What follows belongs to an exercise in optimizing a design on an open flow for small area; a production flow would make more cautious choices. The RTL was checked by simulation tests, not by an equivalence proof against the original design. Power and IR drop assume default switching activity.

Design top_module, start of the top module:
module top_module (
    input wire clk,                 
    input wire reset,               
    input wire [15:0] input_data,   
    input wire [1023:0] cmem_data_in,  
    output wire [31:0] result,      
    output wire done                
);
    wire write_enable;
    wire read_enable;
    wire shift_enable;
    wire fifo_empty;
    wire fifo_full;
    wire mac_done;
    control control_inst (
        .clk(clk),
        .reset(reset),
        .fifo_full(fifo_full),
        .fifo_empty(fifo_empty),
        .mac_done(mac_done),
        .write_enable(write_enable),
        .read_enable(read_enable),
        .shift_enable(shift_enable),
        .done(done)
    );
    datapath datapath_inst (
        .clk(clk),
        .reset(reset),
        .write_enable(write_enable),
        .read_enable(read_enable),
        .shift_enable(shift_enable),
        .input_data(input_data),
        .cmem_data_in(cmem_data_in),
        .result(result),
        .fifo_empty(fifo_empty),
        .fifo_full(fifo_full),
  ...
Size in the first run: about 5400 cells after synthesis, roughly 2000 flip-flops, ~1100 I/O pins.
clock: 12.0 ns
lec_check: 0
cap_margin: 20
core_margin: 2
core_utilization: 40
place_density: 0.6
slew_margin: 20
standard.sh (not shown) runs the stock make flow with config.mk's settings and CLKGATE_MAP_FILE= SYNTH_SCRIPT=/design/flow/synth_recipe.tcl, a recipe that flattens the netlist after the stock synthesis.
==> flow/flow/run.sh <==
#!/bin/bash
# Layout: the standard flow, with single-drive buffers on the ports and
# clock tree synthesis without dummy loads.
set -euo pipefail
export BUFFER_PORTS_ARGS="-buffer_cell sky130_fd_sc_hd__buf_1"
export CTS_ARGS="-sink_clustering_enable -repair_clock_nets -dont_use_dummy_load"
bash standard.sh > standard.log 2>&1
Rerun with:
==> flow/run.sh (new file) <==
#!/bin/bash
# synth_recipe.tcl (not shown) runs the flow's synth.tcl, then flattens the netlist and writes it again
# the make line also repeats each setting of config.mk as NAME=value (left out here)
make -C /OpenROAD-flow-scripts/flow DESIGN_CONFIG=/design/flow/config.mk WORK_HOME=/design/flow/orfs CLKGATE_MAP_FILE= SYNTH_SCRIPT=/design/flow/synth_recipe.tcl finish
removed: flow/flow/run.sh
removed: flow/standard.sh
Effect: Worst hold slack gains 0.0096 ns. Power rises by 8.2%. Routed wire length falls by 0.34%. Via count hardly moves. Core utilization rises by 3.8 points. Die area is unchanged. Worst setup slack gains 0.097 ns. Global-route usage hardly moves.

---

Setup of run 1:
Another version of the RTL of top_module (not shown whole).
For scale: roughly 5300 cells after synthesis, roughly 1100 I/O pins.
export LEC_CHECK = 0
export CAP_MARGIN = 20
export CORE_MARGIN = 2
export CORE_UTILIZATION = 50
export PLACE_DENSITY = 0.65
export SLEW_MARGIN = 20
create_clock -name core_clock -period 12.0 [get_ports {clk}]
==> flow/flow/run.sh <==
#!/bin/bash
# Layout: the standard flow, with single-drive buffers on the ports, a
# clock tree of larger sink clusters without dummy loads, and ABC mapping
# with relaxed delay targets (less area).
set -euo pipefail
rm -rf scripts
cp -r "$FLOW_HOME/scripts" scripts
sed -i 's/^&nf$/\&nf -R 200/; /upsize/d' scripts/abc_speed.script
export SCRIPTS_DIR="$PWD/scripts"
export BUFFER_PORTS_ARGS="-buffer_cell sky130_fd_sc_hd__buf_1"
export CTS_ARGS="-sink_clustering_enable -repair_clock_nets -dont_use_dummy_load -sink_clustering_size 24 -sink_clustering_max_diameter 110"
bash standard.sh > standard.log 2>&1
Run 1 ended with every stage complete and zero timing, DRC or antenna violations.
> inputs changed (run 1 -> run 2)
# run 1
export LEC_CHECK = 0
export CAP_MARGIN = 20
export CORE_MARGIN = 2
export CORE_UTILIZATION = 50
export PLACE_DENSITY = 0.65
export SLEW_MARGIN = 20
create_clock -name core_clock -period 12.0 [get_ports {clk}]
# run 2
export LEC_CHECK = 0
export CAP_MARGIN = 5
export CORE_MARGIN = 2
export CORE_UTILIZATION = 40
export PLACE_DENSITY = 0.6
export SLEW_MARGIN = 5
create_clock -name core_clock -period 12.0 [get_ports {clk}]
--- outcome ---
Looking at global-route wire length before repair, run 2 sits 6.4% higher than run 1 does.
Via count of the first global-routing pass sits higher in run 2 than in run 1.
Run 2: no failed stages, no open violations at the end
Relative to run 1, detailed route wirelength on metal2 has gone up in run 2.
Between run 2 and run 1, the difference in part of the total power dissipated in combinational logic is negligible.
Comparing run 2 and run 1, the lower maximum number of pins on one net before global-route repair is on run 2.
Amount of wire on met3 after detailed routing: run 2 and run 1 compared, higher one is run 1
#### Input delta (run 3 over run 2)
# run 2
export LEC_CHECK = 0
export CAP_MARGIN = 5
export CORE_MARGIN = 2
export CORE_UTILIZATION = 40
export PLACE_DENSITY = 0.6
export SLEW_MARGIN = 5
create_clock -name core_clock -period 12.0 [get_ports {clk}]
# run 3
export LEC_CHECK = 0
export CAP_MARGIN = 20
export CORE_MARGIN = 2
export CORE_UTILIZATION = 50
export PLACE_DENSITY = 0.65
export SLEW_MARGIN = 20
create_clock -name core_clock -period 12.0 [get_ports {clk}]
diff --git a/flow/flow/run.sh b/flow/flow/run.sh
--- a/flow/flow/run.sh
+++ b/flow/flow/run.sh
@@ -10,3 +10,3 @@
 export BUFFER_PORTS_ARGS="-buffer_cell sky130_fd_sc_hd__buf_1"
-export CTS_ARGS="-sink_clustering_enable -repair_clock_nets -dont_use_dummy_load -sink_clustering_size 24 -sink_clustering_max_diameter 110"
+export CTS_ARGS="-sink_clustering_enable -repair_clock_nets -dont_use_dummy_load -sink_clustering_size 28 -sink_clustering_max_diameter 90"
 bash standard.sh > standard.log 2>&1
--- outcome ---
Run 3 completed every stage of the flow, and the final layout passed the timing, design-rule and antenna checks. Summary of run 3 over run 2: final antenna diode count now smaller, detailed-route wire length on metal 1 lower, tap cell count fell by 467. Summary of run 3 over run 2: post-route cell area shows a reduction of about 1.4%, total internal power lower, via count roughly the same. Start-to-end type of the worst setup path = reg2reg: run 3; start-to-end type of the worst setup path = in2reg: run 2.
Input changes introduced in run 4 (baseline for comparison: run 3):
# run 3
export LEC_CHECK = 0
export CAP_MARGIN = 20
export CORE_MARGIN = 2
export CORE_UTILIZATION = 50
export PLACE_DENSITY = 0.65
export SLEW_MARGIN = 20
create_clock -name core_clock -period 12.0 [get_ports {clk}]
# run 4
export LEC_CHECK = 0
export CAP_MARGIN = 20
export CORE_MARGIN = 2
export CORE_UTILIZATION = 40
export PLACE_DENSITY = 0.6
export SLEW_MARGIN = 20
create_clock -name core_clock -period 12.0 [get_ports {clk}]
==> flow/flow/run.sh <==
#!/bin/bash
# Layout: the standard flow, with single-drive buffers on the ports and
# a clock tree of larger sink clusters, without dummy loads.
set -euo pipefail
export BUFFER_PORTS_ARGS="-buffer_cell sky130_fd_sc_hd__buf_1"
export CTS_ARGS="-sink_clustering_enable -repair_clock_nets -dont_use_dummy_load -sink_clustering_size 24 -sink_clustering_max_diameter 110"
bash standard.sh > standard.log 2>&1
[summary]
Run 4 supports a higher top clock frequency than run 3.
Between run 3 and run 4, the difference in average cell area after synthesis is negligible.
The run with more setup slack is run 4; run 3 has less.
Compared with run 3, run 4 is the more power-hungry design.
Half-perimeter wire length after detailed placement in run 4 is about 0.36% higher than in run 3
In run 4 the cell-internal power turned out about 1.7% higher than in run 3.
Area of the mapped netlist ended up 1.2% higher on run 4 than on run 3.
#### Input delta (run 5 over run 4)
==> flow/flow/run.sh <==
#!/bin/bash
# Layout: the standard flow, with single-drive buffers on the ports, a
# clock tree of larger sink clusters without dummy loads, and ABC mapping
# with relaxed delay targets (less area).
set -euo pipefail
rm -rf scripts
cp -r "$FLOW_HOME/scripts" scripts
sed -i 's/^&nf$/\&nf -R 200/; /upsize/d' scripts/abc_speed.script
export SCRIPTS_DIR="$PWD/scripts"
export BUFFER_PORTS_ARGS="-buffer_cell sky130_fd_sc_hd__buf_1"
export CTS_ARGS="-sink_clustering_enable -repair_clock_nets -dont_use_dummy_load -sink_clustering_size 24 -sink_clustering_max_diameter 110"
bash standard.sh > standard.log 2>&1
[summary]
Both conditions hold for run 5: the flow ran to the end and the final layout passed the timing, design-rule and antenna checks. In run 5, the wire length of the first global-routing pass came out 18000 um above the value in run 4. Taking run 4 as the reference, in run 5 minimum clock period moved up, area growth from synthesis to layout has increased. For sum of overflow across all layers after global routing, run 5 and run 4 come out practically identical. Run 5 leaves less setup margin than run 4. Run 4 and run 5 ended up with roughly the same routability congestion estimate.

---

Another version of the RTL of top_module (not shown whole).
Size: ~5300 cells after synthesis, roughly 1100 I/O pins, roughly 73000 um2 of cells after synthesis.
clock: 12.0 ns
lec_check: 0
cap_margin: 20
core_margin: 2
core_utilization: 50
place_density: 0.65
slew_margin: 20
==> flow/flow/run.sh <==
#!/bin/bash
# Layout: the standard flow, with single-drive buffers on the ports and
# a clock tree of larger sink clusters, without dummy loads.
set -euo pipefail
export BUFFER_PORTS_ARGS="-buffer_cell sky130_fd_sc_hd__buf_1"
export CTS_ARGS="-sink_clustering_enable -repair_clock_nets -dont_use_dummy_load -sink_clustering_size 28 -sink_clustering_max_diameter 90"
bash standard.sh > standard.log 2>&1
The first run completed with no timing, DRC or antenna violations.
Then changed:
==> flow/flow/run.sh (replaced) <==
#!/bin/bash
# Layout: the standard flow, with single-drive buffers on the ports, a
# clock tree of larger sink clusters without dummy loads, and ABC mapping
# with relaxed delay targets (less area).
set -euo pipefail
rm -rf scripts
cp -r "$FLOW_HOME/scripts" scripts
sed -i 's/^&nf$/\&nf -R 200/; /upsize/d' scripts/abc_speed.script
export SCRIPTS_DIR="$PWD/scripts"
export BUFFER_PORTS_ARGS="-buffer_cell sky130_fd_sc_hd__buf_1"
export CTS_ARGS="-sink_clustering_enable -repair_clock_nets -dont_use_dummy_load -sink_clustering_size 24 -sink_clustering_max_diameter 110"
bash standard.sh > standard.log 2>&1
Settings changed: CORE_UTILIZATION 50 to 40, PLACE_DENSITY 0.65 to 0.6.
Worst setup slack got worse by 0.64 ns; final cell count climbs by 2.7%; sequential power is about the same; sequential cell count stays the same; non-clock buffer count climbs by 21; routed wire length climbs by 1.8%.
Then changed:
--- a/flow/flow/run.sh
+++ b/flow/flow/run.sh
@@ -3,3 +3,3 @@
 # clock tree of larger sink clusters without dummy loads, and ABC mapping
-# with relaxed delay targets (less area).
+# with a mildly relaxed delay target (less area).
 set -euo pipefail
@@ -7,3 +7,3 @@
 cp -r "$FLOW_HOME/scripts" scripts
-sed -i 's/^&nf$/\&nf -R 200/; /upsize/d' scripts/abc_speed.script
+sed -i 's/^&nf$/\&nf -R 50/' scripts/abc_speed.script
 export SCRIPTS_DIR="$PWD/scripts"
Settings changed: CORE_UTILIZATION 40 to 50, PLACE_DENSITY 0.6 to 0.65.
Result:
- This time the run finished with max-slew violations left
- clock skew went down by 0.030 ns
- total power went up slightly
- global-route usage went up by 10 points
- setup slack improves by 0.46 ns
- final cell count went down by a few percent
- routed wire length went down slightly
- clock-buffer cell count went up by 4
- area after synthesis went up slightly
- combinational power went up by a few percent
- clock power went up by a few percent
Then changed:
==> flow/flow/run.sh (replaced) <==
#!/bin/bash
# Layout: the standard flow, with single-drive buffers on the ports and
# a clock tree of larger sink clusters, without dummy loads.
set -euo pipefail
export BUFFER_PORTS_ARGS="-buffer_cell sky130_fd_sc_hd__buf_1"
export CTS_ARGS="-sink_clustering_enable -repair_clock_nets -dont_use_dummy_load -sink_clustering_size 24 -sink_clustering_max_diameter 110"
bash standard.sh > standard.log 2>&1
Settings changed: CORE_UTILIZATION 50 to 40, PLACE_DENSITY 0.65 to 0.6.
The changed run passed the timing, design-rule and antenna checks.
Total power goes down by 1.5%.
Fmax increases by 5.4%.
Combinational power shrinks by 6.9%.
Wire length came out higher by 0.81%.
Sequential cell count does not change.
Cell area climbs by 1.6%.
Then changed:
==> flow/flow/run.sh (replaced) <==
#!/bin/bash
# Layout: the standard flow, with single-drive buffers on the ports, a
# clock tree of larger sink clusters without dummy loads, and ABC mapping
# with relaxed delay targets (less area).
set -euo pipefail
rm -rf scripts
cp -r "$FLOW_HOME/scripts" scripts
sed -i 's/^&nf$/\&nf -R 200/; /upsize/d' scripts/abc_speed.script
export SCRIPTS_DIR="$PWD/scripts"
export BUFFER_PORTS_ARGS="-buffer_cell sky130_fd_sc_hd__buf_1"
export CTS_ARGS="-sink_clustering_enable -repair_clock_nets -dont_use_dummy_load -sink_clustering_size 28 -sink_clustering_max_diameter 90"
bash standard.sh > standard.log 2>&1
Settings changed: CORE_UTILIZATION 40 to 50, PLACE_DENSITY 0.6 to 0.65.
What happened: Routed wire length went down by 1.5%. Sequential power barely changes. Global-route usage went up by 11 points. Count of clock-buffer cells in the layout went down by 9. First-iteration DRC count went up by 24%. Worst hold slack improves by 0.056 ns. Setup slack degrades by 0.80 ns. Core utilization went up by 12 points.

---

Another version of the RTL of top_module (not shown whole).
For scale: about 2000 flip-flops, ~1100 I/O pins, ~77000 um2 of cells after synthesis.
export LEC_CHECK = 0
export CAP_MARGIN = 20
export CORE_MARGIN = 2
export CORE_UTILIZATION = 40
export PLACE_DENSITY = 0.6
export SLEW_MARGIN = 20
create_clock -name core_clock -period 12.0 [get_ports {clk}]
==> flow/flow/run.sh <==
#!/bin/bash
# Layout: the standard flow, with single-drive buffers on the ports and
# clock tree synthesis with clkbuf_8 buffers and without dummy loads.
set -euo pipefail
export BUFFER_PORTS_ARGS="-buffer_cell sky130_fd_sc_hd__buf_1"
export CTS_ARGS="-sink_clustering_enable -repair_clock_nets -dont_use_dummy_load -buf_list sky130_fd_sc_hd__clkbuf_8"
bash standard.sh > standard.log 2>&1
The first run completed with no timing, DRC or antenna violations.
Edit:
==> flow/run.sh (new file) <==
#!/bin/bash
# synth_recipe.tcl (not shown) runs the flow's synth.tcl, then flattens the netlist and writes it again
# the make line also repeats each setting of config.mk as NAME=value (left out here)
make -C /OpenROAD-flow-scripts/flow DESIGN_CONFIG=/design/flow/config.mk WORK_HOME=/design/flow/orfs CLKGATE_MAP_FILE= SYNTH_SCRIPT=/design/flow/synth_recipe.tcl finish
removed: flow/flow/run.sh
removed: flow/standard.sh
What happened: The changed run completed without violations; via count is lower by 1.2%; final area grows by 9.9%; register-to-register slack degrades by 0.47 ns; routed wire length fell by 0.68%; worst setup slack degrades by 0.34 ns; maximum frequency goes down by 3.1%; total power rose by 13%.

port drivers added, routing unchanged:
Ports are ideal in the flow. The routed layouts listed here were re-timed in OpenROAD. Step 1 assumes that a clkbuf_16 drives the clock port and a buf_2 every other input. Step 2, shift: input delay + t, output delay - t, t = (earliest + latest rising clock arrival at the registers) / 2. This alone moves slack from input paths to output paths. Slacks: ideal / step 1 / step 2; pairs: ideal / step 1.
run	t (ns)	setup WS [ns]	hold slack, ns	worst setup path at the end	clock arrival spread, ns
the first run of note 1	0.908	1.592 / 1.592 / 1.021	0.137 / 0.137 / 0.137	input to register	0.106 / 0.106
the second run of note 1	0.926	1.689 / 1.689 / 0.950	0.146 / 0.146 / 0.146	input to register	0.060 / 0.061
run 1	0.810	1.100 / 1.100 / 0.475	0.119 / 0.119 / 0.119	input to register	0.071 / 0.070
run 2	0.781	0.772 / 0.792 / 0.044	0.132 / 0.132 / 0.132	input to register	0.127 / 0.126
run 3	0.774	1.008 / 1.008 / 0.455	0.097 / 0.097 / 0.097	input to register	0.107 / 0.107
run 4	0.803	1.660 / 1.683 / 0.900	0.164 / 0.164 / 0.164	input to register	0.092 / 0.092
run 5	0.782	0.774 / 0.774 / 0.167	0.141 / 0.141 / 0.141	input to register	0.160 / 0.159
the first run of note 3	0.819	1.183 / 1.183 / 0.493	0.146 / 0.146 / 0.146	input to register	0.130 / 0.130
the second run of note 3	0.814	0.539 / 0.539 / 0.112	0.085 / 0.085 / 0.085	input to register	0.123 / 0.123
the third run of note 3	0.832	0.998 / 0.998 / 0.427	0.173 / 0.173 / 0.173	input to register	0.086 / 0.087
the fourth run of note 3	0.819	1.565 / 1.565 / 0.855	0.109 / 0.109 / 0.109	input to register	0.163 / 0.163
the fifth run of note 3	0.820	0.761 / 0.761 / 0.191	0.165 / 0.165 / 0.165	input to register	0.113 / 0.112
the first run of note 4	1.030	1.466 / 1.499 / 0.468	0.156 / 0.156 / 0.156	input to register	0.143 / 0.143
the second run of note 4	0.900	1.127 / 1.186 / 0.286	0.138 / 0.138 / 0.138	input to register	0.077 / 0.076
The setup slack of the first run of note 4, which loses most, moves by +0.033 ns with the drivers and by -0.998 ns with both steps.
